This design comes from an exercise in tuning for a short achievable clock period and few clock cycles on the open sky130 flow, not from production work.
In this exercise RTL edits were held to simulation tests only and were not proved equivalent to the original.
No activity file was given, so power comes from the tool's default toggle rates.

==> run X: inputs <==
==> flow/design.v (excerpt) <==
module cpu_core
(
  output wire [9:0]   o_imem_addr ,
  output wire [9:0]   o_dmem_addr ,
  output wire         o_dmem_we   ,
  output wire [31:0]  o_dmem_wdata,
  input  wire [31:0]  i_imem_data ,
  input  wire [31:0]  i_dmem_rdata,
  input  wire         i_en        ,
  input  wire         i_rst       ,
  input  wire         clk
);
  reg  [31:0] pc_f;                        
  reg  [31:0] ex_a, ex_b;                  
  reg  [31:0] ex_sd;                       
  reg  [9:0]  ex_abase;                    
  reg  [9:0]  ex_aoff;                     
  reg  [31:0] ex_pre;                      
  reg  [31:0] ex_alt;                      
  reg  [4:0]  ex_rd;
  reg         ex_wen;                      
  reg  [31:1] ex_wsel;                     
  reg         ex_st;
  reg         ex_ld_b, ex_ld_h, ex_ld_w, ex_ld_bu, ex_ld_hu;
  reg         ex_use_pre;
  reg         ex_jalr;
  reg         ex_jslow;                    
  reg         ex_pt;                       
  reg         ex_beq, ex_bne, ex_blt, ex_bge, ex_bltu, ex_bgeu;
  reg         op_add, op_sub, op_sll, op_slt, op_sltu, op_xor, op_srl, op_sra, op_or, op_and;
  reg  [31:0] regs [1:31];
  reg  [63:0] bh_v;                        
  reg  [63:0] bh_t;                        
  reg  [5:0]  ex_bidx;                     
  reg         ex_br;                       
  wire        eq, lt, ltu;
  ex_cmp u_cmp (.o_eq(eq), .o_lt(lt), .o_ltu(ltu), .i_a(ex_a), .i_b(ex_b));
  wire        cond   = (ex_beq  &  eq ) | (ex_bne  & ~eq ) |
                       (ex_blt  &  lt ) | (ex_bge  & ~lt ) |
                       (ex_bltu &  ltu) | (ex_bgeu & ~ltu);
  wire        mispred = ex_jslow | (cond ^ ex_pt);
  wire [31:0] sum, alu;
  ex_alu u_alu (.o_y(alu), .o_sum(sum), .i_a(ex_a), .i_b(ex_b), .i_lt(lt), .i_ltu(ltu),
                .i_add(op_add), .i_sub(op_sub), .i_sll(op_sll), .i_slt(op_slt), .i_sltu(op_sltu),
                .i_xor(op_xor), .i_srl(op_srl), .i_sra(op_sra), .i_or(op_or), .i_and(op_and));
  wire [31:0] rdw    = i_dmem_rdata;
  wire [31:0] ldv    = ({32{ex_ld_w }} & rdw                          ) |
  ...
Settings: LEC_CHECK=0, CAP_MARGIN=20, CORE_MARGIN=2, CORE_UTILIZATION=60, PLACE_DENSITY=0.6, SLEW_MARGIN=20, SYNTH_HIERARCHICAL=1, TNS_END_PERCENT=100; clock period 10.5 ns.
standard.sh (not shown) runs the stock make flow with config.mk's settings and CLKGATE_MAP_FILE= SYNTH_SCRIPT=/design/flow/synth_recipe.tcl, a recipe that flattens the netlist after the stock synthesis.
==> flow/flow/run.sh <==
#!/bin/bash
# Standard ORFS layout (the standard.sh, unchanged synthesis), with a larger setup-slack
# margin for the resizer's repair_timing steps so that timing is optimised past the 10.5 ns
# constraint. The clock period and I/O constraints are the design's.
set -euo pipefail
bash standard.sh SETUP_SLACK_MARGIN=6 finish > run_standard.log 2>&1
==> run Y (differences from run X) <==
--- a/flow/design.v
+++ b/flow/design.v
@@ -1,72 +1,37 @@
 `default_nettype none
 module add_w
 #(
-  parameter W = 32
+  parameter W  = 5,
+  parameter CI = 0
 )
 (
-  output wire [W-1:0] o_sum,
+  output wire [W:0]   o_sum,       
   input  wire [W-1:0] i_a  ,
   input  wire [W-1:0] i_b
 );
-  assign o_sum = i_a + i_b;
-endmodule
-`default_nettype none
-module rf_read
-(
-  output wire [31:0]      o_data,
-  input  wire [31*32-1:0] i_regs,    
-  input  wire [4:0]       i_sel
-);
-  wire [31:0] rf [0:31];
-  assign rf[0] = 32'd0;
-  genvar gi;
-  generate
-    for (gi = 1; gi < 32; gi = gi + 1) begin : g_rf
-      assign rf[gi] = i_regs[gi*32-1 -: 32];
-    end
-  endgenerate
-  assign o_data = rf[i_sel];
-endmodule
-`default_nettype none
-module ex_cmp
-(
-  output wire        o_eq ,
-  output wire        o_lt ,
-  output wire        o_ltu,
+  assign o_sum = {1'b0, i_a} + {1'b0, i_b} + CI;
+endmodule
+module add_cs10
+(
+  output wire [9:0] o_sum,
+  input  wire [9:0] i_a  ,
+  input  wire [9:0] i_b
+);
+  wire [5:0] lo, hi0, hi1;
+  add_w #(.W(5), .CI(0)) u_lo  (.o_sum(lo),  .i_a(i_a[4:0]), .i_b(i_b[4:0]));
+  add_w #(.W(5), .CI(0)) u_hi0 (.o_sum(hi0), .i_a(i_a[9:5]), .i_b(i_b[9:5]));
+  add_w #(.W(5), .CI(1)) u_hi1 (.o_sum(hi1), .i_a(i_a[9:5]), .i_b(i_b[9:5]));
+  assign o_sum = {lo[5] ? hi1[4:0] : hi0[4:0], lo[4:0]};
+endmodule
+module add_32
+(
+  output wire [31:0] o_sum,
   input  wire [31:0] i_a  ,
   input  wire [31:0] i_b
 );
-  assign o_eq  = (i_a == i_b);
-  assign o_ltu = (i_a <  i_b);
-  assign o_lt  = ($signed(i_a) < $signed(i_b));
-endmodule
-module ex_alu
-(
-  output wire [31:0] o_y   ,
-  output wire [31:0] o_sum ,
-  input  wire [31:0] i_a   ,
-  input  wire [31:0] i_b   ,
-  input  wire        i_lt  ,
-  input  wire        i_ltu ,
-  input  wire        i_add , i_sub, i_sll, i_slt, i_sltu, i_xor, i_srl, i_sra, i_or, i_and
-);
-  wire [31:0] sum  = i_a + i_b;
-  wire [31:0] diff = i_a - i_b;
-  wire [31:0] shl  = i_a << i_b[4:0];
-  wire [31:0] shr  = i_a >> i_b[4:0];
-  wire [31:0] sha  = $signed(i_a) >>> i_b[4:0];
-  assign o_sum = sum;
-  assign o_y   = ({32{i_add }} & sum          ) |
-                 ({32{i_sub }} & diff         ) |
-                 ({32{i_sll }} & shl          ) |
-                 ({32{i_srl }} & shr          ) |
-                 ({32{i_sra }} & sha          ) |
-                 ({32{i_xor }} & (i_a ^ i_b)  ) |
-                 ({32{i_or  }} & (i_a | i_b)  ) |
-                 ({32{i_and }} & (i_a & i_b)  ) |
-                 {31'd0, (i_slt & i_lt) | (i_sltu & i_ltu)};
+  assign o_sum = i_a + i_b;
 endmodule
 `default_nettype none
 module cpu_core
 (
   output wire [9:0]   o_imem_addr ,
@@ -100,30 +65,41 @@
   reg  [31:0] regs [1:31];
   reg  [63:0] bh_v;                        
   reg  [63:0] bh_t;                        
   reg  [5:0]  ex_bidx;                     
   reg         ex_br;                       
-  wire        eq, lt, ltu;
-  ex_cmp u_cmp (.o_eq(eq), .o_lt(lt), .o_ltu(ltu), .i_a(ex_a), .i_b(ex_b));
+  wire        eq     = (ex_a == ex_b);
+  wire        ltu    = (ex_a <  ex_b);
+  wire        lt     = ($signed(ex_a) < $signed(ex_b));
   wire        cond   = (ex_beq  &  eq ) | (ex_bne  & ~eq ) |
                        (ex_blt  &  lt ) | (ex_bge  & ~lt ) |
                        (ex_bltu &  ltu) | (ex_bgeu & ~ltu);
   wire        mispred = ex_jslow | (cond ^ ex_pt);
-  wire [31:0] sum, alu;
-  ex_alu u_alu (.o_y(alu), .o_sum(sum), .i_a(ex_a), .i_b(ex_b), .i_lt(lt), .i_ltu(ltu),
-                .i_add(op_add), .i_sub(op_sub), .i_sll(op_sll), .i_slt(op_slt), .i_sltu(op_sltu),
-                .i_xor(op_xor), .i_srl(op_srl), .i_sra(op_sra), .i_or(op_or), .i_and(op_and));
+  wire [31:0] sum    = ex_a + ex_b;
+  wire [31:0] diff   = ex_a - ex_b;
+  wire [31:0] shl    = ex_a << ex_b[4:0];
+  wire [31:0] shr    = ex_a >> ex_b[4:0];
+  wire [31:0] sha    = $signed(ex_a) >>> ex_b[4:0];
+  wire [31:0] alu    = ({32{op_add }} & sum        ) |
+                       ({32{op_sub }} & diff       ) |
+                       ({32{op_sll }} & shl        ) |
+                       ({32{op_srl }} & shr        ) |
+                       ({32{op_sra }} & sha        ) |
+                       ({32{op_xor }} & (ex_a ^ ex_b)) |
+                       ({32{op_or  }} & (ex_a | ex_b)) |
+                       ({32{op_and }} & (ex_a & ex_b)) |
+                       {31'd0, (op_slt & lt) | (op_sltu & ltu)};
   wire [31:0] rdw    = i_dmem_rdata;
   wire [31:0] ldv    = ({32{ex_ld_w }} & rdw                          ) |
                        ({32{ex_ld_b }} & {{24{rdw[7]}},  rdw[7:0]}    ) |
                        ({32{ex_ld_h }} & {{16{rdw[15]}}, rdw[15:0]}   ) |
                        ({32{ex_ld_bu}} & {24'd0,         rdw[7:0]}    ) |
                        ({32{ex_ld_hu}} & {16'd0,         rdw[15:0]}   );
   wire [31:0] res    = ldv | alu | ({32{ex_use_pre}} & ex_pre);
   wire [31:0] fix_pc = ex_jalr ? sum : ex_alt;
   assign o_imem_addr  = pc_f[11:2];
-  add_w #(.W(10)) u_dadd (.o_sum(o_dmem_addr), .i_a(ex_abase), .i_b(ex_aoff));
+  add_cs10 u_dadd (.o_sum(o_dmem_addr), .i_a(ex_abase), .i_b(ex_aoff));
   assign o_dmem_we    = i_en & ex_st;
   assign o_dmem_wdata = ex_sd;
   wire [31:0] ins    = i_imem_data;
   wire [4:0]  opc    = ins[6:2];
   wire [2:0]  f3     = ins[14:12];
@@ -147,34 +123,32 @@
   wire [31:0] imm_u  = {ins[31:12], 12'd0};
   wire [31:0] imm_j  = {{11{ins[31]}}, ins[31], ins[19:12], ins[20], ins[30:21], 1'b0};
   wire        writes = is_lui | is_auipc | is_jal | is_jalr | is_ld | is_alu;
   wire        wen    = writes & (rd != 5'd0);
   wire        v      = ~mispred;           
-  wire [31*32-1:0] rflat;
+  wire [31:0] rf [0:31];
+  assign rf[0] = 32'd0;
   genvar gi;
   generate
     for (gi = 1; gi < 32; gi = gi + 1) begin : g_rf
-      assign rflat[gi*32-1 -: 32] = regs[gi];
+      assign rf[gi] = regs[gi];
     end
   endgenerate
-  wire [31:0] rf1, rf2;
-  rf_read u_rd1 (.o_data(rf1), .i_regs(rflat), .i_sel(rs1));
-  rf_read u_rd2 (.o_data(rf2), .i_regs(rflat), .i_sel(rs2));
   wire        fwd1   = ex_wen & (ex_rd == rs1);
   wire        fwd2   = ex_wen & (ex_rd == rs2);
-  wire [31:0] rv1    = fwd1 ? res : rf1;
-  wire [31:0] rv2    = fwd2 ? res : rf2;
-  wire [31:0] pc_4, pc_b, pc_j, pc_u, pc_jr;
-  assign pc_4 = pc_f + 32'd4;
-  add_w #(.W(32)) u_pcb (.o_sum(pc_b), .i_a(pc_f), .i_b(imm_b));
-  add_w #(.W(32)) u_pcj (.o_sum(pc_j), .i_a(pc_f), .i_b(imm_j));
-  add_w #(.W(32)) u_pcu (.o_sum(pc_u), .i_a(pc_f), .i_b(imm_u));
+  wire [31:0] rv1    = fwd1 ? res : rf[rs1];
+  wire [31:0] rv2    = fwd2 ? res : rf[rs2];
+  wire [31:0] pc_4   = pc_f + 32'd4;
+  wire [31:0] pc_b, pc_j, pc_u, pc_jr;
+  add_32 u_pcb (.o_sum(pc_b), .i_a(pc_f), .i_b(imm_b));
+  add_32 u_pcj (.o_sum(pc_j), .i_a(pc_f), .i_b(imm_j));
+  add_32 u_pcu (.o_sum(pc_u), .i_a(pc_f), .i_b(imm_u));
   wire        br_st  = ins[31] | (f3 == 3'b001) | (f3 == 3'b101) | (f3 == 3'b111);
   wire [5:0]  bidx   = pc_f[7:2];
   wire        br_pt  = is_br & (bh_v[bidx] ? bh_t[bidx] : br_st);
   wire        jfast  = is_jalr & fwd1 & ex_use_pre;
-  add_w #(.W(32)) u_pcjr (.o_sum(pc_jr), .i_a(ex_pre), .i_b(imm_i));
+  add_32 u_pcjr (.o_sum(pc_jr), .i_a(ex_pre), .i_b(imm_i));
   wire [31:0] pc_pred = is_jal ? pc_j : br_pt ? pc_b : jfast ? pc_jr : pc_4;
   wire [31:0] pc_next = mispred ? fix_pc : pc_pred;
   wire [9:0]  ls_off = is_st ? {ins[29:25], ins[11:7]} : ins[29:20];
   integer k;
   always @(posedge clk) begin
Settings changed: CAP_MARGIN 20 to 40, SLEW_MARGIN 20 to 40.
==> summary of the runs <==
- Run Y finished with timing, DRC and antenna clean. Run X ran to the end with violations: capacitance limit, slew limit.
- In run X the total power is larger than in run Y, by about 2%.
- Combinational power: run X is larger than run Y (16%).
- Worst setup slack: run Y is better than run X (170 ps).
- Critical path depth: run Y is lower than run X (1).
- Clock-buffer cell count: run Y is higher than run X (1).
- Of run Y and run X, run X has the higher non-clock buffer count (gap 273).
- Die area: run X is larger than run Y (6.6%).
Testbench counts of run X, summed over its fixed seeds: cycles 12,234.
Testbench counts of run Y, summed over its fixed seeds: cycles 12,234.

## separate check: timing with driven ports
In the flow no input, the clock included, has a driving cell. The finished layouts below were timed again as built, in two steps. Step 1, drivers: a clkbuf_16 drives clk and a buf_2 each remaining input, both assumed. Step 2 also shifts input and output timing later by t, the mid clock arrival at the registers, as if the neighbouring blocks saw the same clock. Three values: ideal ports, drivers, drivers and shift; two values: the first two.
run | t, ns | setup WS [ns] | hold slack, ns | worst slew at a driven data input, ns
run X | 0.919 | 5.514 / 5.524 / 4.663 | 0.460 / 0.460 / 0.460 | 0.34
run Y | 0.898 | 5.684 / 5.601 / 4.928 | 0.453 / 0.453 / 0.453 | 0.21
The setup slack of run X, which loses most, moves by +0.010 ns with the drivers and by -0.851 ns with both steps.
